From an optimization exercise on the open Yosys and OpenROAD flow, aimed at small area; shortcuts taken in it are not production practice. Function was checked by simulation only, so behaviour that the tests miss may differ from the original. Power is estimated from default activity; no workload was simulated.

==> design/flow/design.v <==
`timescale 1ns / 10ps
module sap1_top (
    input  wire        clk,
    input  wire        btnC,
    input  wire        btnR,
    input  wire        btnL,
    input  wire [15:0] sw,
    output wire        sclk,
    output wire        mosi,
    output wire        cs_n,
    output wire [6:0]  seg,
    output wire [3:0]  an,
    output wire [15:0] led
);
  localparam [2:0] IDLE = 3'd0, SELECT_PROG = 3'd1, INPUT_A = 3'd2, INPUT_B = 3'd3,
                   WRITE_RAM = 3'd4, EXECUTE = 3'd5, WRITE_WAIT = 3'd6;
  reg [3:0] rcnt;
  always @(posedge clk)
    if (btnC) rcnt <= 4'b0111;
    else rcnt <= {rcnt[2:0], rcnt[3] & rcnt[2]};
  wire rst = (rcnt != 4'd0);
  reg [5:0] q;
  reg       run;
  always @(posedge clk)
    if (rst) begin
      q   <= 6'd15;
      run <= 1'b0;
    end else begin
      q <= q + 6'd1;
      if (q[4:0] == 5'd14) run <= 1'b1;
    end
  wire       halt;
  wire       tick     = run & ~halt;
  wire       pe       = tick & (q[4:0] == 5'd15);
  wire       ne       = tick & (q[4:0] == 5'd31);
  wire       spi_evt  = tick & (q[4:0] == 5'd20);
  wire       sap1_clk = tick & (q[4] ^ (q[3:0] == 4'd15));
  localparam [15:0] BT_FB = 16'd61583;
  reg       rl, ll;
  reg [3:0] rr, lr;
  reg       rs, ls, rf, lf, rlat, llat;
  reg [1:0] rsy, lsy;
  always @(posedge clk)
    if (rst) begin
      rl <= 1'b0; rr <= 4'd15; rs <= 1'b0; rf <= 1'b0; rlat <= 1'b0; rsy <= 2'b00;
      ll <= 1'b0; lr <= 4'd15; ls <= 1'b0; lf <= 1'b0; llat <= 1'b0; lsy <= 2'b00;
    end else begin
      rl <= btnR;
      rr <= (btnR != rl) ? 4'b1110 : {rr[2:0], BT_FB[rr]};
      if (rr == 4'd15) rs <= rl;
      rf <= rs & ~rf;
      if (rs & ~rf) rlat <= 1'b1;
      else if (rsy[1]) rlat <= 1'b0;
      if (pe) rsy <= {rsy[0], rlat};
      ll <= btnL;
      lr <= (btnL != ll) ? 4'b1110 : {lr[2:0], BT_FB[lr]};
      if (lr == 4'd15) ls <= ll;
      lf <= ls & ~lf;
      if (ls & ~lf) llat <= 1'b1;
      else if (lsy[1]) llat <= 1'b0;
      if (pe) lsy <= {lsy[0], llat};
    end
  wire bR = rsy[1] & ~rsy[0];
  wire bL = lsy[1] & ~lsy[0];
  localparam [15:0] SW_FB = 16'd35059;
  wire [15:0] sst;
  genvar gi;
  generate
    for (gi = 0; gi < 16; gi = gi + 1) begin : g_sw
      if (gi < 8 || gi > 12) begin : g_used
        reg       sy, st;
        reg [4:0] c;
        wire      fb = SW_FB[{c[4], c[3], c[2], c[0]}];
        always @(posedge clk)
          if (rst) begin
            sy <= 1'b0;
            c  <= 5'b00001;
            st <= 1'b0;
          end else begin
            sy <= sw[gi];
            c  <= (sw[gi] != sy) ? 5'b00000 : {c[3:0], fb};
            if (&c) st <= sy;
          end
        assign sst[gi] = st;
      end else begin : g_unused
        assign sst[gi] = 1'b0;
      end
    end
  endgenerate
  reg [2:0] ist;
  reg       wen;
  reg       psng;
  reg [3:0] song;    
  reg [7:0] inA;
  wire      ex = (ist == EXECUTE);
  wire      snap_ld;
  wire      wr_last;
  always @(posedge clk)
    if (rst) begin
      ist <= IDLE;
      wen <= 1'b0;
    end else if (pe) begin
      case (ist)
        IDLE: if (bR) ist <= SELECT_PROG;
        SELECT_PROG: begin
          if (bR) begin
            if (sst[13]) begin
              ist  <= WRITE_RAM;
              wen  <= 1'b1;
            end else begin
              ist  <= INPUT_A;
            end
          end
          if (bL) ist <= IDLE;
        end
        INPUT_A: begin
          if (bR) ist <= INPUT_B;
          if (bL) ist <= SELECT_PROG;
        end
        INPUT_B: begin
          if (bR) begin
            ist <= WRITE_RAM;
            wen <= 1'b1;
          end
          if (bL) ist <= INPUT_A;
        end
        WRITE_RAM: begin
          if (wr_last) begin
            wen <= 1'b0;
            ist <= EXECUTE;
          end else begin
            wen <= 1'b1;
            ist <= WRITE_WAIT;
          end
        end
        WRITE_WAIT: begin
          wen <= 1'b0;
          ist <= WRITE_RAM;
        end
        EXECUTE: begin
          if (!halt && bL) begin
            ist <= IDLE;
            wen <= 1'b0;
          end
        end
        default: begin
          ist <= IDLE;
          wen <= 1'b0;
        end
      endcase
    end
  always @(posedge clk)
    if (cv) inA <= {cv_t[2:0], cv_u[3], cv_u[2:0], cv_b};
    else if (pe) begin
      if (ist == INPUT_A && bR) inA <= sst[7:0];
      if ((ist == SELECT_PROG && bR && sst[13]) || (ist == INPUT_B && bR)) inA[2:0] <= 3'd0;
      if (ist == WRITE_RAM) inA[2:0] <= inA[2:0] + 3'd1;
    end
  assign wr_last = (inA[2:0] == (psng ? 3'd2 : 3'd7));
  always @(posedge clk)
    if (cv) song[2:0] <= {cv_h[1:0], cv_t[3]};
    else if (pe) begin
      if (ist == SELECT_PROG && bR) begin
        psng <= sst[13];
        if (sst[13]) song <= sst[5:2];
        else song[0] <= (sst[15:14] == 2'b10);
      end
    end
  reg [2:0] cst;    
  reg [2:0] pc;
  reg       irk;
  reg [3:0] irn;
  wire [1:0] opc = irk ? 2'b11 : irn[1:0];                  
  wire [3:0] opr = irk ? irn : {irn[3], irn[3], irn[3], irn[2]};   
  reg [7:0] ra, rb;
  reg [8:0] acc;
  reg       udf;
  wire op_lda = ~irk & (irn[1:0] == 2'd0);
  wire op_add = ~irk & (irn[1:0] == 2'd1);
  wire op_sub = ~irk & (irn[1:0] == 2'd2) & irn[3];
  wire op_sng = irk;
  wire op_hlt = ~irk & (irn[1:0] == 2'd3);
  wire op_as  = op_add | op_sub;
  assign halt = ex & (cst == 3'd3) & op_hlt;
  wire ir_load  = ex & (cst == 3'd2);
  wire a_load   = ex & (cst == 3'd4) & op_lda;
  wire b_load   = ex & (cst == 3'd4) & op_as;
  wire acc_load = ex & (cst == 3'd5) & op_as;
  wire sng_en   = ex & (cst == 3'd3) & op_sng;
  reg [4:0] ins;
  always @(*) begin
    case (pc)
      3'd1:    ins = psng ? {1'b1, song} : 5'b01100;
      3'd2:    ins = psng ? 5'b00011 : (song[0] ? 5'b01010 : 5'b01001);
      3'd3:    ins = 5'b00010;
      3'd4:    ins = 5'b10000;
      default: ins = 5'b00011;
    endcase
  end
  reg        cy;
  wire       alu_w = q[4] & ~q[3];
  wire       a_i   = ra[q[2:0]];
  wire       b_i   = rb[q[2:0]];
  wire       x_i   = udf ? b_i : a_i;
  wire       y_i   = (udf ? a_i : b_i) ^ op_sub;
  wire       s_i   = x_i ^ y_i ^ cy;
  wire       c_o   = (x_i & y_i) | (x_i & cy) | (y_i & cy);
  wire       lt_i  = (~a_i & b_i) | (~(a_i ^ b_i) & cy & (q[2:0] != 3'd0));
  wire       alu_s = alu_w & (cst == 3'd5) & op_as;
  always @(posedge clk)
    if (pe && cst == 3'd5) cy <= op_sub;
    else if (alu_w && cst == 3'd4) cy <= lt_i;
    else if (alu_s) cy <= c_o;
  wire       pre_halt = ex & (cst == 3'd2) & op_hlt;
  wire       cv  = pre_halt & q[4] & (~q[3] | (q[2:0] == 3'd0));
  wire       cv0 = (q[3:0] == 4'd0);
  wire [3:0] cv_u = cv0 ? 4'd0 : add3(inA[3:0]);
  wire [3:0] cv_t = cv0 ? 4'd0 : add3(inA[7:4]);
  wire [2:0] cv_h = cv0 ? 3'd0 : song[2:0];
  wire [7:0] acc_r = {acc[1], acc[2], acc[3], acc[4], acc[5], acc[6], acc[7], acc[8]};
  wire       cv_b = q[3] ? acc[0] : acc_r[q[2:0]];
  always @(posedge clk)
    if (rst) cst <= 3'd0;
    else if (ne && ex) cst <= (cst == 3'd5) ? 3'd0 : cst + 3'd1;
  always @(posedge clk)
    if (rst) begin
      pc <= 3'd0; irk <= 1'b0; irn <= 4'd0;
      acc <= 9'd0; udf <= 1'b0;
    end else if (pe && ex) begin
      case (cst)
        3'd1: pc <= pc + 3'd1;
        3'd2: begin
          irk <= ins[4];
          irn <= ins[3:0];
        end
        3'd5: if (op_as) udf <= op_sub & cy;
        default: ;
      endcase
    end else if (alu_s) begin
      acc[q[2:0]] <= s_i;
      if (q[2:0] == 3'd7) acc[8] <= ~op_sub & c_o;
    end
  wire a_pend = (pc == 3'd0) |
                ((pc == 3'd1) & ((cst == 3'd1) | (((cst == 3'd2) | (cst == 3'd3)) & op_lda)));
  wire b_pend = (pc[2:1] == 2'd0) |
                ((pc == 3'd2) & ((cst == 3'd1) | (((cst == 3'd2) | (cst == 3'd3)) & op_as)));
  wire commit_ab = pe & (ist == INPUT_B) & bR & ~bL;
  wire fetch_w = pe & ex & (cst == 3'd2);
  always @(posedge clk)
    if (commit_ab && a_pend) ra <= inA;
    else if (fetch_w && pc == 3'd1 && psng) ra <= 8'd0;
  always @(posedge clk)
    if (commit_ab && b_pend) rb <= sst[7:0];
    else if (fetch_w && pc == 3'd2 && psng) rb <= 8'd0;
  reg [5:0]  bc;     
  reg        sck;
  reg [10:0] snap;
  wire [2:0] s_pc  = snap[9:7];
  wire [2:0] s_cst = snap[2:0];
  wire       s_a   = (s_pc >= 3'd2) | ((s_pc == 3'd1) & ((s_cst == 3'd0) | (s_cst >= 3'd4)));
  wire       s_b   = (s_pc >= 3'd3) | ((s_pc == 3'd2) & ((s_cst == 3'd0) | (s_cst >= 3'd4)));
  wire       s_c   = (s_pc >= 3'd3) | ((s_pc == 3'd2) & ((s_cst == 3'd0) | (s_cst == 3'd5)));
  wire       sending = ~&bc;
  assign snap_ld = ~sending & (q[4:2] == 3'b110);
  wire [39:0] word = {ra & {8{s_a}}, rb & {8{s_b}}, acc[7:0] & {8{s_c}},
                      snap[10], 1'b0, udf & s_c, 1'b0,
                      1'b0, snap[9:7], 1'b0, snap[6:0]};
  always @(posedge clk)
    if (snap_ld)
      snap <= {sng_en, pc, opr, cst};
  always @(posedge clk)
    if (rst) begin
      bc   <= 6'd63;
      sck  <= 1'b0;
    end else begin
      if (!sending) begin
        if (spi_evt && ex) bc <= 6'd40;
      end else if (!q[0]) begin
        sck <= ~sck;
        if (!sck) bc <= bc - 6'd1;
      end
    end
  assign sclk = sck;
  assign cs_n = ~sending;
  reg mo;
  always @(*) begin
    case (bc[5:3])
      3'd4: mo = s_a & ra[bc[2:0]];
      3'd3: mo = s_b & rb[bc[2:0]];
      3'd2: mo = s_c & acc[bc[2:0]];
      3'd1: mo = word[{3'd1, bc[2:0]}];
      3'd0: mo = word[{3'd0, bc[2:0]}];
      default: mo = 1'b0;
    endcase
  end
  assign mosi = mo;
  localparam [6:0] SEG_I = 7'b0110000, SEG_D = 7'b1011110, SEG_L = 7'b0111000,
                   SEG_E = 7'b1111001, SEG_S = 7'b1101101, SEG_A = 7'b1110111,
                   SEG_B = 7'b1111100, SEG_X = 7'b1110110, SEG_C = 7'b0111001,
                   SEG_MINUS = 7'b1000000, SEG_OFF = 7'b0000000;
  function [6:0] seg7;
    input [3:0] d;
    begin
      case (d)
        4'h0: seg7 = 7'b0111111;
        4'h1: seg7 = 7'b0000110;
        4'h2: seg7 = 7'b1011011;
        4'h3: seg7 = 7'b1001111;
        4'h4: seg7 = 7'b1100110;
        4'h5: seg7 = 7'b1101101;
        4'h6: seg7 = 7'b1111101;
        4'h7: seg7 = 7'b0000111;
        4'h8: seg7 = 7'b1111111;
        default: seg7 = 7'b1101111;
      endcase
    end
  endfunction
  function [3:0] add3;
    input [3:0] d;
    begin
      case (d)
        4'd5: add3 = 4'd8;
        4'd6: add3 = 4'd9;
        4'd7: add3 = 4'd10;
        4'd8: add3 = 4'd11;
        4'd9: add3 = 4'd12;
        default: add3 = d;
      endcase
    end
  endfunction
  wire [10:0] bcd = {song[2:0], inA};
  wire        ge100 = (bcd[10:8] != 3'd0);
  wire        ge10  = ge100 | (bcd[7:4] != 4'd0);
  reg  [1:0] dsp;
  reg  [2:0] mode;
  always @(posedge clk) begin
    dsp  <= q[5:4];
    mode <= rst ? 3'd4 : halt ? 3'd7 : ist;
  end
  wire [3:0] nib = dsp[1] ? {1'b0, bcd[10:8]} : dsp[0] ? bcd[7:4] : bcd[3:0];
  wire [6:0] num = seg7(nib);
  wire       shown = (dsp == 2'd0) | ((dsp == 2'd1) & (udf | ge10)) | ((dsp == 2'd2) & (udf | ge100));
  reg  [6:0] dig;
  always @(*) begin
    case (mode)
      IDLE:        dig = (dsp == 2'd3) ? SEG_I : (dsp == 2'd2) ? SEG_D : (dsp == 2'd1) ? SEG_L : SEG_E;
      SELECT_PROG: dig = (dsp == 2'd3) ? SEG_S : (dsp == 2'd2) ? SEG_E : (dsp == 2'd1) ? SEG_L : SEG_OFF;
      INPUT_A:     dig = (dsp == 2'd0) ? SEG_A : SEG_OFF;
      INPUT_B:     dig = (dsp == 2'd0) ? SEG_B : SEG_OFF;
      EXECUTE:     dig = (dsp == 2'd3) ? SEG_E : (dsp == 2'd2) ? SEG_X : (dsp == 2'd1) ? SEG_E : SEG_C;
      3'd7:        dig = shown ? num : ((dsp == 2'd3) & udf) ? SEG_MINUS : SEG_OFF;
      default:     dig = SEG_OFF;
    endcase
  end
  assign seg = ~dig;
  assign an = ~(4'b0001 << dsp);
  assign led = {2'b00, 1'b0, ir_load, opc[1:0], ex, bR, acc_load, a_load, b_load,
                wen, halt, sap1_clk, ist[1:0]};
endmodule
==> design/flow/flow/run.sh <==
#!/bin/bash
# Standard layout with these changes: synthesis maps the logic with an
# area-oriented abc script (flow/area.abc) and without the adder-cell step
# (registers are untouched), the ports are buffered with the smallest
# buffer, and the clock tree is built from mid-size buffers without dummy
# loads.
set -euo pipefail
export MY_ABC_SCRIPT="$PWD/flow/area.abc"
bash standard.sh SYNTH_SCRIPT="$PWD/flow/synth.tcl" ADDER_MAP_FILE= \
  BUFFER_PORTS_ARGS="-buffer_cell sky130_fd_sc_hd__buf_1" \
  CTS_ARGS="-sink_clustering_enable -repair_clock_nets -buf_list sky130_fd_sc_hd__clkbuf_8 -sink_clustering_size 12 -sink_clustering_max_diameter 60 -dont_use_dummy_load" \
  finish > make_flow.log 2>&1
==> design/flow/flow/area.abc <==
&get -n
&st
&syn3
&dch -f
&put
amap
topo
dnsize -c
==> design/flow/flow/synth.tcl <==
proc synth {args} { yosys synth -nofsm -noshare {*}$args }
proc abc {args} {
  if {[info exists ::env(MY_ABC_SCRIPT)]} {
    set i [lsearch -exact $args -script]
    if {$i >= 0} { lset args [expr {$i + 1}] $::env(MY_ABC_SCRIPT) }
  }
  yosys abc {*}$args
}
source $::env(SCRIPTS_DIR)/synth.tcl
# left out here: clear keep_hierarchy, flatten, clean up, hide names made inside functions, write 1_2_yosys.v
==> design/flow/standard.sh <==
#!/bin/bash
# synth_recipe.tcl (not shown) runs the flow's synth.tcl, then flattens the netlist and writes it again
# the make line also repeats each setting of config.mk as NAME=value (left out here)
make -C /OpenROAD-flow-scripts/flow DESIGN_CONFIG=/design/flow/config.mk WORK_HOME=/design/flow/orfs CLKGATE_MAP_FILE= SYNTH_SCRIPT=/design/flow/synth_recipe.tcl "${@:-finish}"
==> design/flow/config.mk <==
export PLATFORM = sky130hd
export DESIGN_NAME = sap1_top
export DESIGN_NICKNAME = sap1_top
export VERILOG_FILES = /design/flow/design.v
export SDC_FILE = /design/flow/constraint.sdc
export NUM_CORES = 4
export LEC_CHECK = 0
export CAP_MARGIN = 20
export CORE_MARGIN = 2
export CORE_UTILIZATION = 40
export CTS_BUF_LIST = sky130_fd_sc_hd__clkbuf_8
export CTS_CLUSTER_DIAMETER = 60
export CTS_CLUSTER_SIZE = 12
export SLEW_MARGIN = 20
==> design/flow/constraint.sdc <==
create_clock -name core_clock -period 15.0 [get_ports {clk}]
set_input_delay 3.0000 -clock core_clock [delete_from_list [all_inputs] [get_ports {clk}]]
set_output_delay 3.0000 -clock core_clock [all_outputs]
set_load 0.01 [all_outputs]
==> impl_metrics.tcl, run 1 <==
set metrics [dict create \
    drv_cap 0 \
    crit_arrival_ns 3.32 \
    clock_path_buffers 2 \
    synthCells 941 \
    cts_resized 0 \
    ctsRootBufferMaster "clkbuf_8" \
    ys_ff_latch 186 \
    portBuffers 41 \
    synthesis.area_um2 7989 \
    status "finished clean" \
    htreeDepth 4 \
    rows 51 \
    synth_top_area_share_pct 36.34 \
    track_usage_pct 18.05 \
    grt_pass1_vias 6293 \
    viasPerCell 5.307 \
    cts_tree "built" \
    cts_hold_buf 0 \
    drt.antenna.violating_nets 0 \
    reg2regPathDepth 12 \
    drc 0 \
    layout_common_cells "nor2_1 (183), dfxtp_1 (145), clkinv_1 (111), o21ai_0 (77), nand2_1 (58)" \
    slew_violations 0 \
    core_area_um2 19530 \
    firstDrtPassIters 6 \
    synth-seq-area-share_pct 51.75 \
    fill_cells 1995 \
    synth_area_leaders "dfxtp_1 (36%), edfxtp_1 (15%), nor2_1 (8.6%)" \
    die_area_um2 21120 \
    wl_per_cell_um 14.67 \
    dr_total_vias 6676 \
    rsz0062_at_grt "false" \
    cts_num_sinks 186 \
    fin_crit_ns 6.322 \
    clk_latency_ns 0.45 \
    cts_buffers 17 \
    fin_tns_setup_ns 0 \
    end_kind "primary output" \
    timing.rr.start "ist[0]" \
    clkTransAtPathRegs_ns 0.07 \
    final_common_cell "nor2_1" \
    max_freq_ghz 0.1582 \
    final_util_pct 44.43 \
    dieHeight_um 145.3 \
    finalHoldWorstSlack_ns 0.3834 \
    yosysTopAreaCell "dfxtp_1" \
    post-place-ws_ns 9.195 \
    multi_input_area_um2 3362 \
    syn_avg_cell_area_um2 8.490 \
    required_ns 12.00 \
    finalCritPeriodShare_pct 42.15 \
    ys.flop_type "dfxtp_1" \
    pin_count 50 \
    dp_hpwl_um 13370 \
    synth_edf_count 41 \
    place.gp.congestion 0.8887 \
    drt_wl_total_um 18450 \
    powerDensity_nw_per_um2 88.24 \
    grt_antenna_before_repair 0 \
    leakagePower_nw 2.865 \
    cp-endpoint "seg[6]" \
    gr-total-overflow 0 \
    yosys_warnings 1 \
    synth_cell_type_count 47 \
    rr_endpoint "rb[4]" \
    drive_gt1_share_pct 2.518 \
    grt_max_degree 50 \
    worst_pin_slew_ns 1.069 \
    grt_pass1_wl_um 31180 \
    vdd_drop_max_mv 0.07377 \
    crit_fanout 9 \
    worst_slack_ns 8.678 \
    path_class "register to primary output" \
    area_delta_synth_final_pct 8.583 \
    postCtsSetupBuffers 0 \
    setup_viol 0 \
    rrSetupSlack_ns 10.67 \
    initial_core_util_pct 40.91 \
    regArea_um2 4134 \
    worstHoldPathType "register to register" \
    slew_headroom_pct 28.05 \
    nets 1015 \
    fin_skew_ns 0.02805 \
    n_antenna_cell 0 \
    hold_violations 0 \
    startpoint "dsp[0]" \
    synthArstFlopShare_pct 0 \
    die_x_um 145.3 \
    drtIter0Drc 540 \
    setup.worst_path.start_class "register" \
]
## cell type report
class | instances | area share (%)
Sequential cell | 186 | 47.66
Multi-Input combinational cell | 632 | 38.76
Inverter | 111 | 4.803
Tap cell | 265 | 3.822
Clock buffer | 17 | 2.697
Timing Repair Buffer | 47 | 2.265
## worst min-delay path by stage
stage | endpoint | slack, ns | from | cells past startpoint
detailed placement | dsp[1] | 0.36 | q[5] | 0
CTS | dsp[1] | 0.38 | q[5] | 0
global placement | dsp[1] | 0.37 | q[5] | 0
finish | dsp[1] | 0.38 | q[5] | 0
floorplan | dsp[1] | 0.35 | q[5] | 0
global route | dsp[1] | 0.39 | q[5] | 0
## power by group
part | leakage, nW | internal, W | switching [W]
clock | 0.122 | 0.000100 | 0.000150
combinational | 1.15 | 0.00000165 | 0.00000310
sequential | 1.59 | 0.000509 | 0.000000527
## flip-flops by register name, indices dropped and copies added, names as in the netlist, 4 cells and up
name / count
song: 4
inA: 8
g_sw.g_used.st: 11
g_sw.g_used.c: 55
lr: 4
bc: 6
ra: 8
rb: 8
snap: 11
q: 6
rcnt: 4
g_sw.g_used.sy: 11
rr: 4
acc: 9
irn: 4
## cell families (layout without fill, tap and decap cells)
kind of cell / count (synthesis) / after routing / share of synthesized area, %
flops: 186 / 186 / 51.75
other cells: 1 / 3 / 0.04694
buf+inv: 125 / 175 / 6.531
simple gates: 353 / 353 / 19.58
compound gates: 276 / 276 / 22.10
## cell usage after synthesis, drive strengths merged (3+ instances only)
cell type  instances
or3                4
nor2             183
o211ai            14
o21a               9
nor4               6
o22ai             29
nand3             18
o32ai              5
a31oi              8
a21oi             55
a211oi            21
or2                8
a221oi             9
o22a               4
nand4              4
dfxtp            145
nor2b             36
a32oi              4
a2111oi            4
clkinv           111
o221ai            11
edfxtp            41
a22oi              6
buf               14
nor3              19
nand2             58
and3              12
a31o               3
o21ai             78
## layer usage
layer	track usage (%)	up-vias	share of wire, %
met5	0	-	0
met4	6.863	0	2.6
met3	4.528	36	6.0
met2	27.94	187	44
met1	24.42	3006	47
li1	-	3447	-
## critical path, stage by stage, from the launching register on
cell	delay [ns]
dfxtp_1	0.50
clkinv_1	0.29
nor2_1	0.26
clkinv_1	0.12
o22ai_1	0.12
a21oi_1	0.14
clkinv_1	0.12
nor2_1	0.06
o41ai_1	0.41
o21ai_0	0.23
a221oi_1	0.33
nor2_1	0.08
o21ai_0	0.07
buf_1	0.16
## through the flow
step / total power, W / area [µm²] / instances
3_3_place_gp: 0.0005261 / 8427 / 1240
2_1_floorplan: 0.0005244 / 7996 / 943
6_report: 0.0007654 / 8675 / 1258
4_1_cts: 0.0007760 / 8661 / 1257
5_1_grt: 0.0007944 / 8675 / 1258
3_5_place_dp: 0.0005261 / 8427 / 1240
==> run 2, diff against run 1 <==
--- a/design/flow/config.mk
+++ b/design/flow/config.mk
@@ -7,8 +7,9 @@
 export LEC_CHECK = 0
 export CAP_MARGIN = 20
 export CORE_MARGIN = 2
-export CORE_UTILIZATION = 40
+export CORE_UTILIZATION = 65
 export CTS_BUF_LIST = sky130_fd_sc_hd__clkbuf_8
 export CTS_CLUSTER_DIAMETER = 60
 export CTS_CLUSTER_SIZE = 12
+export PLACE_DENSITY = 0.75
 export SLEW_MARGIN = 20
==> run 2 against run 1 <==
Net effect:
- die area shrank 38%
- via count grew 5.0%
- fmax shrank 2.5%
- area after synthesis is the same
- setup slack lost 0.16 ns
- worst hold slack lost 0.0087 ns
- still clean
- largest power group unchanged
- sequential cell count is the same
- synthesized cell count is the same
- cell area shrank 1.8%
- non-clock buffer count shrank 2
==> impl_metrics.tcl, run 2 <==
set metrics [dict create \
    synth_common_cells "nor2_1 (183), dfxtp_1 (145), clkinv_1 (111)" \
    cts_resized 0 \
    cp_common_cell "nor2_1" \
    drc 0 \
    pin_count 50 \
    synth_top_family_by_area "compound AO/OA/AOI/OAI gates" \
    powerDensity_nw_per_um2 89.45 \
    fin_skew_ns 0.03366 \
    drtIter0Drc 608 \
    htreeDepth 4 \
    yosysMostFrequentCell "nor2_1" \
    setup_viol 0 \
    hold_violations 0 \
    synth_edf_count 41 \
    yosys.area_share.adder_pct 0 \
    grt_max_degree 55 \
    firstDrtPassIters 5 \
    grt_pass1_vias 6372 \
    pwr-share-comb_pct 0.6 \
    synthCells 941 \
    slew_violations 0 \
    synthArstFlopShare_pct 0 \
    gr-total-overflow 0 \
    syn_avg_cell_area_um2 8.490 \
    ctsRootBufferMaster "clkbuf_8" \
    finalCritPeriodShare_pct 43.24 \
    cts_tree "built" \
    path_class "register to primary output" \
    required_ns 12.00 \
    vdd_drop_max_mv 0.08553 \
    die_x_um 114.9 \
    min-delay-start "q[5]" \
    ys_ff_latch 186 \
    rows 40 \
    worst_path_max_delay_cell "dfxtp_1" \
    core_area_um2 12010 \
    cts_buffers 17 \
    track_usage_pct 28.32 \
    synthMuxAreaShare_pct 0 \
    power.switching_w 0.0001505 \
    drive_gt1_share_pct 2.321 \
    portBuffers 41 \
    regMostFlops "g_sw.g_used.c" \
    worstHoldPathType "register to register" \
    clkPwrFrac_pct 32.4 \
    layout_common_cells "nor2_1 (183), dfxtp_1 (145), clkinv_1 (111), o21ai_0 (77), nand2_1 (58)" \
    crit_arrival_ns 3.49 \
    yosys_warnings 1 \
    rsz0062_at_grt "false" \
    initial_core_util_pct 66.51 \
    synthesis.area_um2 7989 \
    final_common_cell "nor2_1" \
    drv_cap 0 \
    max_freq_ghz 0.1542 \
    synth-seq-area-share_pct 51.75 \
    cts_hold_buf 0 \
    setup.worst_path.start_class "register" \
    place.gp.congestion 0.9737 \
    cp_slowest_stage_delay_ns 0.60 \
    dp_hpwl_um 13300 \
    fin_crit_ns 6.486 \
    timing.rr.start "ist[0]" \
    rr_endpoint "rb[6]" \
    sequentialPowerShare_pct 66.9 \
    postCtsSetupBuffers 0 \
    crit_fanout 12 \
    dieHeight_um 114.9 \
    hold_path_depth 0 \
    dr_total_vias 7011 \
    clkTransAtPathRegs_ns 0.07 \
    synth_compound_gate_area_share_pct 22.10 \
    slew_headroom_pct 30.17 \
    min_to "dsp[1]" \
    fin_tns_setup_ns 0 \
    worst_slack_ns 8.514 \
    cp_cell_sequence "nor2_1 > a222oi_1 > nor2_1 > o41ai_1 > o21ai_0 > a221oi_1 > nor2_1 > o21ai_0 > buf_1" \
    largest_reg_flops 55 \
    area_delta_synth_final_pct 6.578 \
    ys.flop_type "dfxtp_1" \
    wl_per_cell_um 15.96 \
    worst_pin_slew_ns 1.037 \
    n_antenna_cell 0 \
    end_kind "primary output" \
    synth_cell_type_count 47 \
    p_int_w 0.0006111 \
    grt_pass1_wl_um 29540 \
    synth_xor_area_share_pct 0 \
    clock_path_buffers 2 \
    synth_area_leaders "dfxtp_1 (36%), edfxtp_1 (15%), nor2_1 (8.6%)" \
    post-place-ws_ns 9.141 \
    cts_num_sinks 186 \
    viasPerCell 6.161 \
    yosys.area_share.simple_pct 19.58 \
    synth_top_area_share_pct 36.34 \
    status "finished clean" \
    nets 1013 \
    clk_latency_ns 0.47 \
    yosysTopAreaCell "dfxtp_1" \
    switching_share_pct 19.76 \
    grt_antenna_before_repair 0 \
    drt.antenna.violating_nets 0 \
    drt_wl_total_um 18170 \
    reg2regPathDepth 11 \
    die_area_um2 13190 \
    leakagePower_nw 2.854 \
    rrSetupSlack_ns 10.59 \
]
[run 2: worst max-delay path by stage]
stage               startpoint  endpoint  slack, ns
finish                  dsp[1]    seg[6]       8.51
global route            dsp[0]    seg[6]       8.19
CTS                     dsp[0]    seg[6]       8.63
detailed placement      dsp[0]    seg[6]       9.14
global placement        dsp[0]    seg[6]       9.22
floorplan              rcnt[0]    ist[2]       8.34
[run 2: layout make-up]
type                            count  area [µm²]
Clock buffer                       17       234.0
Fill cell                         955        3497
Inverter                          111       416.7
Multi-Input combinational cell    632        3362
Sequential cell                   186        4134
Tap cell                          147       183.9
Timing Repair Buffer               45       183.9
[run 2: critical path, delay by kind of cell (launching register included)]
family	cells	cell delay (ns)
AOI/OAI and AO/OA	5	1.80
and+or+nand+nor	3	0.47
buffers and inverters	1	0.17
DFF	1	0.60
[run 2: logic make-up after synthesis]
family | after synthesis
simple gates | 353
compound gates | 276
flops | 186
buf+inv | 125
other cells | 1
[run 2: metal layers]
| metal | wire length [µm] | up-vias | GRT usage [%] |
|---|---|---|---|
| met4 | 600 | 0 | 14.14 |
| li1 | - | 3440 | - |
| met2 | 8948 | 267 | 48.75 |
| met1 | 7490 | 3247 | 33.74 |
| met3 | 1126 | 57 | 5.851 |
| met5 | 0 | - | 0 |
[run 2: power by group through the flow]
| stage | clock network, W | registers, W | logic [W] |
|---|---|---|---|
| after floorplan | 0 | 0.000521 | 0.00000328 |
| after global placement | 0 | 0.000521 | 0.00000453 |
| after detailed placement | 0 | 0.000521 | 0.00000479 |
| after CTS | 0.000250 | 0.000510 | 0.00000480 |
| after global routing | 0.000269 | 0.000510 | 0.00000556 |
| final | 0.000247 | 0.000510 | 0.00000478 |
[run 2: metrics by stage]
step | util (%) | power, W | instances | hold slack [ns] | cell area (µm²)
final | 70.89 | 0.0007616 | 1138 | 0.3746 | 8514
after global routing | 70.89 | 0.0007842 | 1138 | 0.3808 | 8514
after floorplan | - | 0.0005244 | 943 | 0.3522 | 7996
after detailed placement | 68.86 | 0.0005262 | 1121 | 0.3629 | 8272
after CTS | 70.81 | 0.0007651 | 1138 | 0.3746 | 8506
after global placement | 68.86 | 0.0005259 | 1121 | 0.3615 | 8272
==> run 3, diff against run 2 <==
--- a/design/flow/design.v
+++ b/design/flow/design.v
@@ -149,23 +149,6 @@
         end
       endcase
     end
-  always @(posedge clk)
-    if (cv) inA <= {cv_t[2:0], cv_u[3], cv_u[2:0], cv_b};
-    else if (pe) begin
-      if (ist == INPUT_A && bR) inA <= sst[7:0];
-      if ((ist == SELECT_PROG && bR && sst[13]) || (ist == INPUT_B && bR)) inA[2:0] <= 3'd0;
-      if (ist == WRITE_RAM) inA[2:0] <= inA[2:0] + 3'd1;
-    end
-  assign wr_last = (inA[2:0] == (psng ? 3'd2 : 3'd7));
-  always @(posedge clk)
-    if (cv) song[2:0] <= {cv_h[1:0], cv_t[3]};
-    else if (pe) begin
-      if (ist == SELECT_PROG && bR) begin
-        psng <= sst[13];
-        if (sst[13]) song <= sst[5:2];
-        else song[0] <= (sst[15:14] == 2'b10);
-      end
-    end
   reg [2:0] cst;    
   reg [2:0] pc;
   reg       irk;
@@ -220,6 +203,23 @@
   wire [7:0] acc_r = {acc[1], acc[2], acc[3], acc[4], acc[5], acc[6], acc[7], acc[8]};
   wire       cv_b = q[3] ? acc[0] : acc_r[q[2:0]];
   always @(posedge clk)
+    if (cv) inA <= {cv_t[2:0], cv_u[3], cv_u[2:0], cv_b};
+    else if (pe) begin
+      if (ist == INPUT_A && bR) inA <= sst[7:0];
+      if ((ist == SELECT_PROG && bR && sst[13]) || (ist == INPUT_B && bR)) inA[2:0] <= 3'd0;
+      if (ist == WRITE_RAM) inA[2:0] <= inA[2:0] + 3'd1;
+    end
+  assign wr_last = (inA[2:0] == (psng ? 3'd2 : 3'd7));
+  always @(posedge clk)
+    if (cv) song[2:0] <= {cv_h[1:0], cv_t[3]};
+    else if (pe) begin
+      if (ist == SELECT_PROG && bR) begin
+        psng <= sst[13];
+        if (sst[13]) song <= sst[5:2];
+        else song[0] <= (sst[15:14] == 2'b10);
+      end
+    end
+  always @(posedge clk)
     if (rst) cst <= 3'd0;
     else if (ne && ex) cst <= (cst == 3'd5) ? 3'd0 : cst + 3'd1;
   always @(posedge clk)
==> run 3 against run 2 <==
Net effect:
- setup slack better by 0.057 ns
- die area hardly changed
- worst hold slack got worse by 0.0048 ns
- fmax is 0.88% higher
- total power is 0.21% higher
- clock power about the same
- cell area about the same
- clock skew decreased by 0.0018 ns
- sequential cell count stayed put
- sequential power about the same
- count of clock-buffer cells in the layout is the same
- critical path type unchanged
==> impl_metrics.tcl, run 3 <==
set metrics [dict create \
    power.switching_w 0.0001520 \
    die_x_um 114.9 \
    yosysTopAreaCell "dfxtp_1" \
    yosys_warnings 1 \
    rsz0062_at_grt "false" \
    gr-total-overflow 0 \
    crit_arrival_ns 3.43 \
    clkTransAtPathRegs_ns 0.07 \
    ys.flop_type "dfxtp_1" \
    post-place-ws_ns 9.174 \
    rr_endpoint "rb[5]" \
    track_usage_pct 29.69 \
    wl_per_cell_um 16.49 \
    crit_fanout 11 \
    dr_total_vias 7163 \
    hold_path_depth 0 \
    die_area_um2 13210 \
    area_delta_synth_final_pct 6.572 \
    synthArstFlopShare_pct 0 \
    synth_top_area_share_pct 36.30 \
    leakagePower_nw 2.921 \
    synthCells 951 \
    grt_pass1_vias 6540 \
    final_area_um2 8522 \
    synth_area_leaders "dfxtp_1 (36%), edfxtp_1 (15%), nor2_1 (9.1%)" \
    grt_max_degree 58 \
    synth-seq-area-share_pct 51.70 \
    finalCritPeriodShare_pct 42.86 \
    rows 40 \
    clkPwrFrac_pct 32.6 \
    synth_cell_type_count 43 \
    final_common_cell "nor2_1" \
    required_ns 12.00 \
    timing.rr.start "ist[0]" \
    layout_common_cells "nor2_1 (193), dfxtp_1 (145), clkinv_1 (109), o21ai_0 (74), nand2_1 (59)" \
    min_to "dsp[1]" \
    grt_antenna_before_repair 0 \
    hold_violations 0 \
    viasPerCell 6.240 \
    setup_viol 0 \
    vdd_drop_max_mv 0.09957 \
    dieHeight_um 114.9 \
    status "finished clean" \
    pwr-share-comb_pct 0.6 \
    firstDrtPassIters 7 \
    worstHoldPathType "register to register" \
    worst_pin_slew_ns 1.010 \
    p_int_w 0.0006112 \
    drc 0 \
    regMostFlops "g_sw.g_used.c" \
    place.gp.congestion 0.9900 \
    clk_latency_ns 0.47 \
    clock_path_buffers 2 \
    pin_count 50 \
    portBuffers 41 \
    syn_avg_cell_area_um2 8.408 \
    drt_wl_total_um 18930 \
    path_class "register to primary output" \
    drtIter0Drc 791 \
    powerDensity_nw_per_um2 89.56 \
    finalHoldWorstSlack_ns 0.3698 \
    grt_pass1_wl_um 30680 \
    drive_gt1_share_pct 2.298 \
    cts_num_sinks 186 \
    n_antenna_cell 0 \
    ys_ff_latch 186 \
    reg2regPathDepth 11 \
    fin_tns_setup_ns 0 \
    ctsRootBufferMaster "clkbuf_8" \
    core_area_um2 12010 \
    fin_crit_ns 6.430 \
    cts_buffers 17 \
    synth_edf_count 41 \
    setup.worst_path.start_class "register" \
    slew_violations 0 \
    place_area_um2 8279 \
    min-delay-start "q[5]" \
    worst_slack_ns 8.570 \
    dp_hpwl_um 13840 \
    slew_headroom_pct 31.95 \
    synthesis.area_um2 7996 \
    htreeDepth 4 \
    nets 1023 \
    fin_skew_ns 0.03188 \
    switching_share_pct 19.92 \
    max_freq_ghz 0.1555 \
    postCtsSetupBuffers 0 \
    rrSetupSlack_ns 10.61 \
    yosysMostFrequentCell "nor2_1" \
    synth_common_cells "nor2_1 (193), dfxtp_1 (145), clkinv_1 (109)" \
    cts_resized 0 \
    cts_hold_buf 0 \
    fill_cells 974 \
    cts_tree "built" \
    largest_reg_flops 55 \
    end_kind "primary output" \
    drt.antenna.violating_nets 0 \
    drv_cap 0 \
    sequentialPowerShare_pct 66.8 \
    initial_core_util_pct 66.57 \
]
run 3: changes by cell type after synthesis, sizes merged, moves of 3 or more:
cell	before	now
nand3	18	23
nor2	183	193
nor3	19	25
o21ai	78	75
o221ai	11	14
o22a	4	0
o22ai	29	26
or2	8	11
run 3: final cells by class:
cell class	instances	area (µm²)	area share [%]
clock buffer	17	234.0	2.746
inverter	109	409.1	4.801
multi-input combinational	644	3377	39.63
sequential	186	4134	48.51
tap	147	183.9	2.158
timing repair buffer	45	183.9	2.158
run 3: how the worst max path moves through the flow:
stage | from | slack, ns | depth (start not counted) | to
5_1_grt | dsp[0] | 8.25 | 13 | seg[6]
4_1_cts | dsp[0] | 8.68 | 13 | seg[6]
6_report | dsp[0] | 8.57 | 13 | seg[6]
3_5_place_dp | dsp[0] | 9.17 | 13 | seg[6]
3_3_place_gp | dsp[0] | 9.25 | 13 | seg[6]
2_1_floorplan | rcnt[0] | 8.32 | 3 | bc[4]
run 3: power by group through the flow:
stage | combinational (W) | sequential, W | clock (W)
finish | 0.00000478 | 0.000510 | 0.000248
detailed placement | 0.00000483 | 0.000521 | 0
floorplan | 0.00000323 | 0.000521 | 0
CTS | 0.00000482 | 0.000510 | 0.000253
global route | 0.00000554 | 0.000510 | 0.000273
global placement | 0.00000444 | 0.000521 | 0
run 3: layer usage:
layer	vias to the layer above	share of wire (%)	global-route usage, %
met5	-	0	0
met4	0	3.2	12.69
met3	57	7.9	7.433
met2	346	48	50.00
met1	3299	41	36.41
li1	3461	-	-
run 3: per-stage QoR:
stage,instances,util [%],power [W]
CTS,1148,70.88,0.0007676
global placement,1131,68.93,0.0005258
finish,1148,70.95,0.0007632
detailed placement,1131,68.93,0.0005263
floorplan,953,-,0.0005244
global route,1148,70.95,0.0007888
run 3: kinds of logic (layout without fill, tap and decap cells):
family	count (synthesis)	in the layout	synth area share, %
buffers and inverters	123	171	6.431
DFF	186	186	51.70
AOI/OAI and AO/OA	263	263	20.86
and+or+nand+nor	378	378	20.97
other	1	3	0.04690
run 3: worst max-delay path: stages (launching register included):
cell      delay [ns]
dfxtp_1         0.54
clkinv_1        0.26
nor2_1          0.27
clkinv_1        0.12
o22ai_1         0.12
a21oi_1         0.11
clkinv_1        0.10
nor2_1          0.06
o41ai_1         0.50
o21ai_0         0.23
a221oi_1        0.32
nor2_1          0.07
o21ai_0         0.09
buf_1           0.18
==> run 4, diff against run 3 <==
--- a/design/flow/design.v
+++ b/design/flow/design.v
@@ -251,7 +251,6 @@
     else if (fetch_w && pc == 3'd1 && psng) ra <= 8'd0;
   always @(posedge clk)
     if (commit_ab && b_pend) rb <= sst[7:0];
-    else if (fetch_w && pc == 3'd2 && psng) rb <= 8'd0;
   reg [5:0]  bc;     
   reg        sck;
   reg [10:0] snap;
==> run 4 against run 3 <==
Net effect:
- setup slack got worse by 0.015 ns
- sequential power about the same
- clock power decreased by 2%
- sequential cell count unchanged
- critical path depth decreased by 4
- count of clock-buffer cells in the layout unchanged
- clock skew increased by 0.0025 ns
- area after synthesis decreased by 0.25%
- worst hold slack improved by 0.024 ns
- via count decreased by 2.8%
- core utilization about the same
==> impl_metrics.tcl, run 4 <==
set metrics [dict create \
    status "finished clean" \
    path_class "register to primary output" \
    dr_total_vias 6966 \
    firstDrtPassIters 6 \
    fill_cells 972 \
    viasPerCell 6.148 \
    drv_cap 0 \
    cts_buffers 17 \
    synth_area_leaders "dfxtp_1 (36%), edfxtp_1 (15%), nor2_1 (8.0%)" \
    synth_common_cells "nor2_1 (170), dfxtp_1 (145), clkinv_1 (119)" \
    layout_common_cells "nor2_1 (170), dfxtp_1 (145), clkinv_1 (119), o21ai_0 (66), a21oi_1 (58)" \
    vdd_drop_max_mv 0.09166 \
    fin_skew_ns 0.03436 \
    ys.flop_type "dfxtp_1" \
    slew_headroom_pct 46.30 \
    total_power_w 0.0007592 \
    drt.antenna.violating_nets 0 \
    portBuffers 41 \
    grt_max_degree 58 \
    wl_per_cell_um 16.41 \
    htreeDepth 4 \
    synthCells 932 \
    hold_violations 0 \
    synth_edf_count 41 \
    synth_cell_type_count 46 \
    crit_fanout 12 \
    regMostFlops "g_sw.g_used.c" \
    yosys_warnings 1 \
    slew_violations 0 \
    crit_arrival_ns 3.44 \
    nets 1008 \
    ctsRootBufferMaster "clkbuf_8" \
    worst_pin_slew_ns 0.7993 \
    initial_core_util_pct 66.41 \
    rsz0062_at_grt "false" \
    top_layer_used "met4" \
    post-place-ws_ns 9.133 \
    clock_path_buffers 2 \
    synthArstFlopShare_pct 0 \
    grt_pass1_vias 6406 \
    worst_path_max_delay_cell "a222oi_1" \
    setup_viol 0 \
    syn_avg_cell_area_um2 8.558 \
    end_kind "primary output" \
    drt-met1-wl_um 8016 \
    area_delta_synth_final_pct 6.855 \
    max_freq_ghz 0.1552 \
    postCtsSetupBuffers 0 \
    synth-seq-area-share_pct 51.83 \
    drc 0 \
    pin_count 50 \
    final_util_pct 70.96 \
    cts_resized 0 \
    place.gp.congestion 0.9090 \
    synth_top_area_share_pct 36.39 \
    drt_wl_total_um 18590 \
    rows 40 \
    track_usage_pct 29.29 \
    fin_tns_setup_ns 0 \
    route.met3.wl_um 1282 \
    drtIter0Drc 691 \
    fin_cells 1133 \
    grt_antenna_before_repair 0 \
    worstHoldPathType "register to register" \
    die_area_um2 13170 \
    cts_num_sinks 186 \
    required_ns 12.00 \
    placed_cells 1116 \
    dp_hpwl_um 13580 \
    core_area_um2 12010 \
    die_x_um 114.8 \
    powerDensity_nw_per_um2 89.08 \
    cp_cell_sequence "nor2_1 > a222oi_1 > nor2_1 > o41ai_1 > o21ai_0 > a221oi_1 > nor2_1 > o21ai_0 > buf_1" \
    final_common_cell "nor2_1" \
    worst_slack_ns 8.556 \
    grt_pass1_wl_um 30300 \
    ys_ff_latch 186 \
    n_antenna_cell 0 \
    fin_crit_ns 6.444 \
    cts_hold_buf 0 \
    drive_gt1_share_pct 2.738 \
    yosysMostFrequentCell "nor2_1" \
    setup.worst_path.start_class "register" \
    finalCritPeriodShare_pct 42.96 \
    cts_tree "built" \
    yosysTopAreaCell "dfxtp_1" \
    largest_reg_flops 55 \
    clkTransAtPathRegs_ns 0.08 \
    synthesis.area_um2 7976 \
    leakagePower_nw 2.869 \
    clk_latency_ns 0.46 \
    dieHeight_um 114.8 \
    gr-total-overflow 0 \
    cp_slowest_stage_delay_ns 0.68 \
    met2_length_um 8909 \
    cp_common_cell "nor2_1" \
]
## run 4: logic make-up after synthesis
kind of cell	after synthesis	share of synthesized area (%)
DFF	186	51.83
buffers and inverters	133	6.918
and+or+nand+nor	347	19.45
other	1	0.04701
AOI/OAI and AO/OA	265	21.76
## run 4: per-stage QoR
stage                     area, µm²  hold slack [ns]
after floorplan                7984           0.3522
after global placement         8289           0.3609
after detailed placement       8289           0.3662
after CTS                      8523           0.3871
after global routing           8523           0.4066
final                          8523           0.3934
## run 4: critical path, delay by kind of cell, from the launching register on
| family | cells | cell delay [ns] |
|---|---|---|
| compound gates | 5 | 1.79 |
| simple gates | 3 | 0.45 |
| flops | 1 | 0.59 |
| buf+inv | 1 | 0.17 |
## run 4: power by group
| group | leakage, nW | internal (W) | switching (W) | total (W) |
|---|---|---|---|---|
| combinational | 1.18 | 0.00000166 | 0.00000320 | 0.00000487 |
| clock | 0.122 | 0.000100 | 0.000144 | 0.000244 |
| sequential | 1.57 | 0.000509 | 0.000000564 | 0.000510 |
## run 4: cell type report
cell class	instances	area, µm²	share of cell area (%)
Multi-Input combinational cell	615	3311	38.84
Sequential cell	186	4134	48.50
Tap cell	147	183.9	2.158
Inverter	119	446.7	5.241
Clock buffer	17	234.0	2.745
Timing Repair Buffer	49	214.0	2.510
## run 4: path summary, 6_finish.rpt
kind	startpoint	to	slack, ns	cells after the start
max	dsp[1]	seg[6]	8.56	9
min	q[5]	dsp[1]	0.39	0
max reg2reg	q[0]	ra[4]	10.11	14
min reg2reg	q[5]	dsp[1]	0.39	0
## run 4: per-layer routing
metal  vias up  global-route usage, %
met1      3214                  38.10
li1       3421                      -
met5         -                      0
met2       291                  48.17
met4         0                  10.52
met3        40                  7.064
==> run 5, diff against run 4 <==
--- a/design/flow/config.mk
+++ b/design/flow/config.mk
@@ -11,5 +11,7 @@
 export CTS_BUF_LIST = sky130_fd_sc_hd__clkbuf_8
 export CTS_CLUSTER_DIAMETER = 60
 export CTS_CLUSTER_SIZE = 12
+export GPL_ROUTABILITY_DRIVEN = 0
+export GPL_TIMING_DRIVEN = 0
 export PLACE_DENSITY = 0.75
 export SLEW_MARGIN = 20
==> run 5 against run 4 <==
Net effect:
- highest routed layer unchanged
- total power rose by 0.14%
- critical path depth did not move
- sequential share of layout area fell by 0.76 points
- worst hold slack got worse by 0.020 ns
- sequential power barely moved
- largest power group unchanged
- area after synthesis did not move
- fmax fell by 1.5%
- non-clock buffer count rose by 16
- critical path type unchanged
==> impl_metrics.tcl, run 5 <==
set metrics [dict create \
    timing.rr.start "q[1]" \
    startpoint "dsp[1]" \
    synth_edf_count 41 \
    ys_ff_latch 186 \
    powerDensity_nw_per_um2 87.81 \
    reg2regPathDepth 13 \
    drt.antenna.violating_nets 0 \
    area_delta_synth_final_pct 8.549 \
    core_area_um2 12010 \
    finalCritPeriodShare_pct 43.63 \
    yosys_warnings 1 \
    cts_hold_buf 0 \
    portBuffers 41 \
    gr-total-overflow 0 \
    clkTransAtPathRegs_ns 0.06 \
    rr_endpoint "ra[4]" \
    required_ns 12.00 \
    drt_wl_total_um 19000 \
    htreeDepth 4 \
    synth_xor_area_share_pct 0 \
    grt_pass1_vias 6676 \
    drtIter0Drc 728 \
    drive_gt1_share_pct 4.591 \
    yosys.area_share.adder_pct 0 \
    finalHoldWorstSlack_ns 0.3732 \
    dr_total_vias 7136 \
    fin_tns_setup_ns 0 \
    synthesis.area_um2 7976 \
    crit_fanout 12 \
    ys.flop_type "dfxtp_1" \
    ctsRootBufferMaster "clkbuf_8" \
    initial_core_util_pct 66.41 \
    die_x_um 114.8 \
    setup.worst_path.start_class "register" \
    postCtsSetupBuffers 0 \
    vdd_drop_max_mv 0.08004 \
    die_area_um2 13170 \
    fin_skew_ns 0.03016 \
    grt_pass1_wl_um 31570 \
    worst_pin_slew_ns 0.9730 \
    clk_latency_ns 0.46 \
    max_freq_ghz 0.1528 \
    synth_top_area_share_pct 36.39 \
    yosys.area_share.simple_pct 19.45 \
    synth_area_leaders "dfxtp_1 (36%), edfxtp_1 (15%), nor2_1 (8.0%)" \
    setup_viol 0 \
    synthCells 932 \
    final_common_cell "nor2_1" \
    worst_path_max_delay_cell "a222oi_1" \
    clock_path_buffers 2 \
    grt_antenna_before_repair 0 \
    largest_reg_flops 55 \
    rsz0062_at_grt "false" \
    cts_resized 0 \
    fin_crit_ns 6.545 \
    synth_compound_gate_area_share_pct 21.76 \
    status "finished clean" \
    yosysMostFrequentCell "nor2_1" \
    path_class "register to primary output" \
    syn_avg_cell_area_um2 8.558 \
    synth_cell_type_count 46 \
    crit_arrival_ns 3.54 \
    worstHoldPathType "register to register" \
    grt_max_degree 26 \
    regMostFlops "g_sw.g_used.c" \
    yosysTopAreaCell "dfxtp_1" \
    leakagePower_nw 2.970 \
    wl_per_cell_um 16.53 \
    viasPerCell 6.211 \
    cp-endpoint "seg[6]" \
    end_kind "primary output" \
    synth_top_family_by_area "compound AO/OA/AOI/OAI gates" \
    n_antenna_cell 0 \
    cts_buffers 17 \
    cp_common_cell "nor2_1" \
    path_delay_family "compound AO/OA/AOI/OAI gates" \
    synthMuxAreaShare_pct 0 \
    slew_headroom_pct 34.63 \
    cts_tree "built" \
    track_usage_pct 30.42 \
    rows 40 \
    cts_num_sinks 186 \
    nets 1024 \
    hold_violations 0 \
    slew_violations 0 \
    dieHeight_um 114.8 \
    cp_slowest_stage_delay_ns 0.77 \
    drv_cap 0 \
    rrSetupSlack_ns 9.48 \
    synth_common_cells "nor2_1 (170), dfxtp_1 (145), clkinv_1 (119)" \
    drc 0 \
    final_util_pct 72.08 \
    crit_cells 9 \
    synth-seq-area-share_pct 51.83 \
    firstDrtPassIters 5 \
    crit_buf_inv 1 \
    cp_cell_sequence "nor2_1 > a222oi_1 > nor2_1 > o41ai_1 > o21ai_0 > a221oi_1 > nor2_1 > o21ai_0 > buf_1" \
    dp_hpwl_um 14320 \
    synthArstFlopShare_pct 0 \
    pin_count 50 \
    layout_common_cells "nor2_1 (170), dfxtp_1 (145), clkinv_1 (118), o21ai_0 (66), a21oi_1 (58)" \
]
run 5: changes by cell type in the layout (fill, tap and decap cells not counted), sizes merged:
cell,change
buf,+16
run 5: logic make-up (layout without fill, tap and decap cells):
kind of cell / Yosys count / after routing
AND/OR/NAND/NOR: 347 / 347
AO/OA/AOI/OAI: 265 / 265
buffers and inverters: 133 / 201
flip-flops: 186 / 186
other: 1 / 3
run 5: final cells by class:
class	instances	area (µm²)
Buffer	14	105.1
Timing Repair Buffer	51	231.5
Inverter	119	447.9
Clock buffer	17	234.0
Tap cell	147	183.9
Multi-Input combinational cell	615	3322
Fill cell	932	3353
Sequential cell	186	4134
run 5: how the worst min path moves through the flow:
stage,end,cells after the start,slack [ns],from
after floorplan,dsp[1],0,0.35,q[5]
after global placement,dsp[1],0,0.36,q[5]
after CTS,dsp[1],0,0.37,q[5]
final,dsp[1],0,0.37,q[5]
after global routing,dsp[1],0,0.39,q[5]
after detailed placement,dsp[1],0,0.36,q[5]
run 5: stage by stage:
step                area [µm²]  instances  setup slack (ns)  power (W)
finish                    8658       1149             8.455  0.0007603
global route              8658       1149             8.117  0.0007823
CTS                       8652       1149             8.574  0.0007646
detailed placement        8418       1132             9.057  0.0005270
global placement          8322       1122             2.950  0.0005264
floorplan                 7984        934             8.243  0.0005245
run 5: power by group:
group	switching, W	internal, W
logic	0.00000341	0.00000221
registers	0.000000550	0.000509
clock network	0.000144	0.000100
run 5: worst register-to-register path, stage by stage, from the launching register on:
cell and delay, ns:
dfxtp_1 0.52, clkinv_1 0.38, nor2_1 0.24, clkinv_1 0.27, nor2_1 0.22, clkinv_1 0.11, nor2_1 0.24, clkinv_1 0.18
nor3_1 0.82, clkinv_1 0.58, nor3_1 0.58, clkinv_1 0.31, or3_1 0.45, nand2_1 0.30
run 5: metal layers:
metal	vias up	routed length (µm)	track usage [%]
li1	3448	-	-
met5	-	0	0
met4	0	553	12.53
met2	331	9334	51.76
met3	48	1406	7.327
met1	3309	7702	37.38
==> run 6, diff against run 5 <==
==> design/flow/config.mk (replaced) <==
export PLATFORM = sky130hd
export DESIGN_NAME = sap1_top
export DESIGN_NICKNAME = sap1_top
export VERILOG_FILES = /design/flow/design.v
export SDC_FILE = /design/flow/constraint.sdc
export NUM_CORES = 4
export LEC_CHECK = 0
export CAP_MARGIN = 20
export CORE_MARGIN = 2
export CORE_UTILIZATION = 75
export CTS_BUF_LIST = sky130_fd_sc_hd__clkbuf_8
export CTS_CLUSTER_DIAMETER = 60
export CTS_CLUSTER_SIZE = 12
export PLACE_DENSITY = 0.85
export SLEW_MARGIN = 20
==> run 6 against run 5 <==
Net effect:
- area after synthesis is the same
- sequential power barely moved
- register-to-register slack better by 0.59 ns
- critical endpoint unchanged
- largest power group unchanged
==> impl_metrics.tcl, run 6 <==
set metrics [dict create \
    status "finished clean" \
    clk_latency_ns 0.46 \
    required_ns 12.00 \
    yosysTopAreaCell "dfxtp_1" \
    grt_pass1_wl_um 31410 \
    worst_slack_ns 8.481 \
    rsz0062_at_grt "false" \
    final_common_cell "nor2_1" \
    crit_buf_inv 1 \
    min-delay-start "q[5]" \
    p_int_w 0.0006112 \
    ys_ff_latch 186 \
    power.switching_w 0.0001507 \
    slew_headroom_pct 26.19 \
    cts_buffers 17 \
    pin_count 50 \
    nets 1008 \
    hold_violations 0 \
    fin_skew_ns 0.02640 \
    die_x_um 107.1 \
    htreeDepth 4 \
    synthCells 932 \
    layout_common_cells "nor2_1 (170), dfxtp_1 (145), clkinv_1 (119), o21ai_0 (67), a21oi_1 (58)" \
    fin_crit_ns 6.519 \
    track_usage_pct 34.59 \
    core_area_um2 10320 \
    final_util_pct 82.43 \
    drt_wl_total_um 19010 \
    rr_endpoint "ra[5]" \
    rrSetupSlack_ns 10.07 \
    synthArstFlopShare_pct 0 \
    portBuffers 41 \
    total_power_w 0.0007618 \
    pwr-share-comb_pct 0.6 \
    setup.worst_path.start_class "register" \
    syn_avg_cell_area_um2 8.558 \
    crit_fanout 12 \
    max_freq_ghz 0.1534 \
    synth_common_cells "nor2_1 (170), dfxtp_1 (145), clkinv_1 (119)" \
    cts_num_sinks 186 \
    post-place-ws_ns 9.114 \
    finalCritPeriodShare_pct 43.46 \
    dieHeight_um 107.1 \
    finalHoldWorstSlack_ns 0.3750 \
    largest_reg_flops 55 \
    yosysMostFrequentCell "nor2_1" \
    min_to "dsp[1]" \
    synth_cell_type_count 46 \
    clkTransAtPathRegs_ns 0.07 \
    worst_pin_slew_ns 1.096 \
    worstHoldPathType "register to register" \
    cts_resized 0 \
    die_area_um2 11480 \
    regMostFlops "g_sw.g_used.c" \
    place.gp.congestion 0.9888 \
    dr_total_vias 7240 \
    crit_arrival_ns 3.52 \
    wl_per_cell_um 16.94 \
    cts_tree "built" \
    clkPwrFrac_pct 32.4 \
    hold_path_depth 0 \
    postCtsSetupBuffers 0 \
    grt_max_degree 58 \
    setup_viol 0 \
    grt_antenna_before_repair 0 \
    dp_hpwl_um 13610 \
    synthesis.area_um2 7976 \
    synth_area_leaders "dfxtp_1 (36%), edfxtp_1 (15%), nor2_1 (8.0%)" \
    worst_path_max_delay_cell "a222oi_1" \
    drtIter0Drc 1012 \
    slew_violations 0 \
    drc 0 \
    vdd_drop_max_mv 0.1007 \
    path_delay_family "compound AO/OA/AOI/OAI gates" \
    timing.rr.start "q[1]" \
    synth_top_area_share_pct 36.39 \
    switching_share_pct 19.78 \
    end_kind "primary output" \
    firstDrtPassIters 6 \
    gr-total-overflow 0 \
    path_class "register to primary output" \
    reg2regPathDepth 14 \
    ys.flop_type "dfxtp_1" \
    area_delta_synth_final_pct 6.682 \
    viasPerCell 6.453 \
    drive_gt1_share_pct 2.738 \
    drt.antenna.violating_nets 0 \
    synth-seq-area-share_pct 51.83 \
    fin_tns_setup_ns 0 \
    cp_common_cell "nor2_1" \
    powerDensity_nw_per_um2 89.53 \
    ctsRootBufferMaster "clkbuf_8" \
    sequentialPowerShare_pct 66.9 \
    n_antenna_cell 0 \
    rows 37 \
    grt_pass1_vias 6831 \
    cts_hold_buf 0 \
    cp_cell_sequence "nor2_1 > a222oi_1 > nor2_1 > o41ai_1 > o21ai_0 > a221oi_1 > nor2_1 > o21ai_0 > buf_1" \
    initial_core_util_pct 77.26 \
    synth_edf_count 41 \
    cp_slowest_stage_delay_ns 0.63 \
    drv_cap 0 \
    yosys_warnings 1 \
    clock_path_buffers 2 \
    leakagePower_nw 2.869 \
]
[run 6: cell types whose count changed in the layout (fill, tap and decap cells not counted), sizes merged]
cell / previous run / this run
buf: 65 / 49
[run 6: how the worst max path moves through the flow]
| stage | startpoint | endpoint | depth (start not counted) |
|---|---|---|---|
| CTS | dsp[1] | seg[6] | 9 |
| detailed placement | dsp[1] | seg[6] | 9 |
| finish | dsp[1] | seg[6] | 9 |
| global placement | dsp[1] | seg[6] | 9 |
| global route | dsp[1] | seg[6] | 9 |
| floorplan | rcnt[2] | q[1] | 3 |
[run 6: power groups by stage]
stage,Sequential [W],Clock [W],Combinational [W]
global route,0.000510,0.000266,0.00000566
detailed placement,0.000521,0,0.00000482
CTS,0.000510,0.000247,0.00000490
floorplan,0.000521,0,0.00000328
finish,0.000510,0.000247,0.00000491
global placement,0.000521,0,0.00000451
[run 6: stage by stage]
| step | std cells | area, µm² |
|---|---|---|
| after global routing | 1122 | 8509 |
| final | 1122 | 8509 |
| after CTS | 1122 | 8509 |
| after floorplan | 934 | 7984 |
| after detailed placement | 1105 | 8275 |
| after global placement | 1105 | 8275 |
[run 6: layout make-up]
type	instances	area [µm²]
inverter	119	446.7
clock buffer	17	234.0
timing repair buffer	49	214.0
multi-input combinational	615	3311
fill	652	1814
tap	136	170.2
sequential	186	4134
[run 6: worst register-to-register path, stage by stage (launching register included)]
cell and delay, ns:
dfxtp_1 0.51, clkinv_1 0.40, nor2_1 0.24, clkinv_1 0.27
nor2_1 0.24, clkinv_1 0.11, nor2_1 0.26, clkinv_1 0.20
nor3_1 0.28, buf_4 0.21, clkinv_1 0.28, nor3_1 0.55
clkinv_1 0.31, or3_1 0.42, nand2_1 0.31
[run 6: kinds of logic (layout without fill, tap and decap cells)]
kind of cell    count (synthesis)  in the layout  share of synthesized area (%)
other cells                     1              3                        0.04701
compound gates                265            265                          21.76
simple gates                  347            347                          19.45
buf+inv                       133            185                          6.918
flops                         186            186                          51.83
[run 6: metal layers]
| layer | global-route usage [%] | vias up | part of all wire, % |
|---|---|---|---|
| li1 | - | 3423 | - |
| met1 | 44.42 | 3301 | 40 |
| met2 | 55.06 | 442 | 46 |
| met3 | 8.571 | 74 | 9.6 |
| met4 | 16.33 | 0 | 3.8 |
| met5 | 0 | - | 0 |

-- port drivers added, routing unchanged --
The results above use ideal ports. As a check the final layouts listed here were re-extracted and re-timed, cells and wires unchanged.
Step 1, drivers: a clkbuf_16 drives clk and a buf_2 each remaining input, both assumed.
Step 2 also shifts input and output timing later by t, the mid clock arrival at the registers, as if the neighbouring blocks saw the same clock.
Slacks: no drivers / after step 1 / after step 2; pairs: no drivers / after step 1.
run | shift t [ns] | slack for setup (ns) | worst setup path at the end
run 1 | 0.483 | 8.678 / 8.636 / 9.119 | register to output
run 2 | 0.490 | 8.514 / 8.478 / 8.968 | register to output
run 3 | 0.496 | 8.570 / 8.530 / 9.026 | register to output
run 4 | 0.480 | 8.556 / 8.518 / 8.998 | register to output
run 5 | 0.486 | 8.455 / 8.416 / 8.902 | register to output
run 6 | 0.485 | 8.481 / 8.445 / 8.931 | register to output
After both steps every run listed still meets setup and hold.
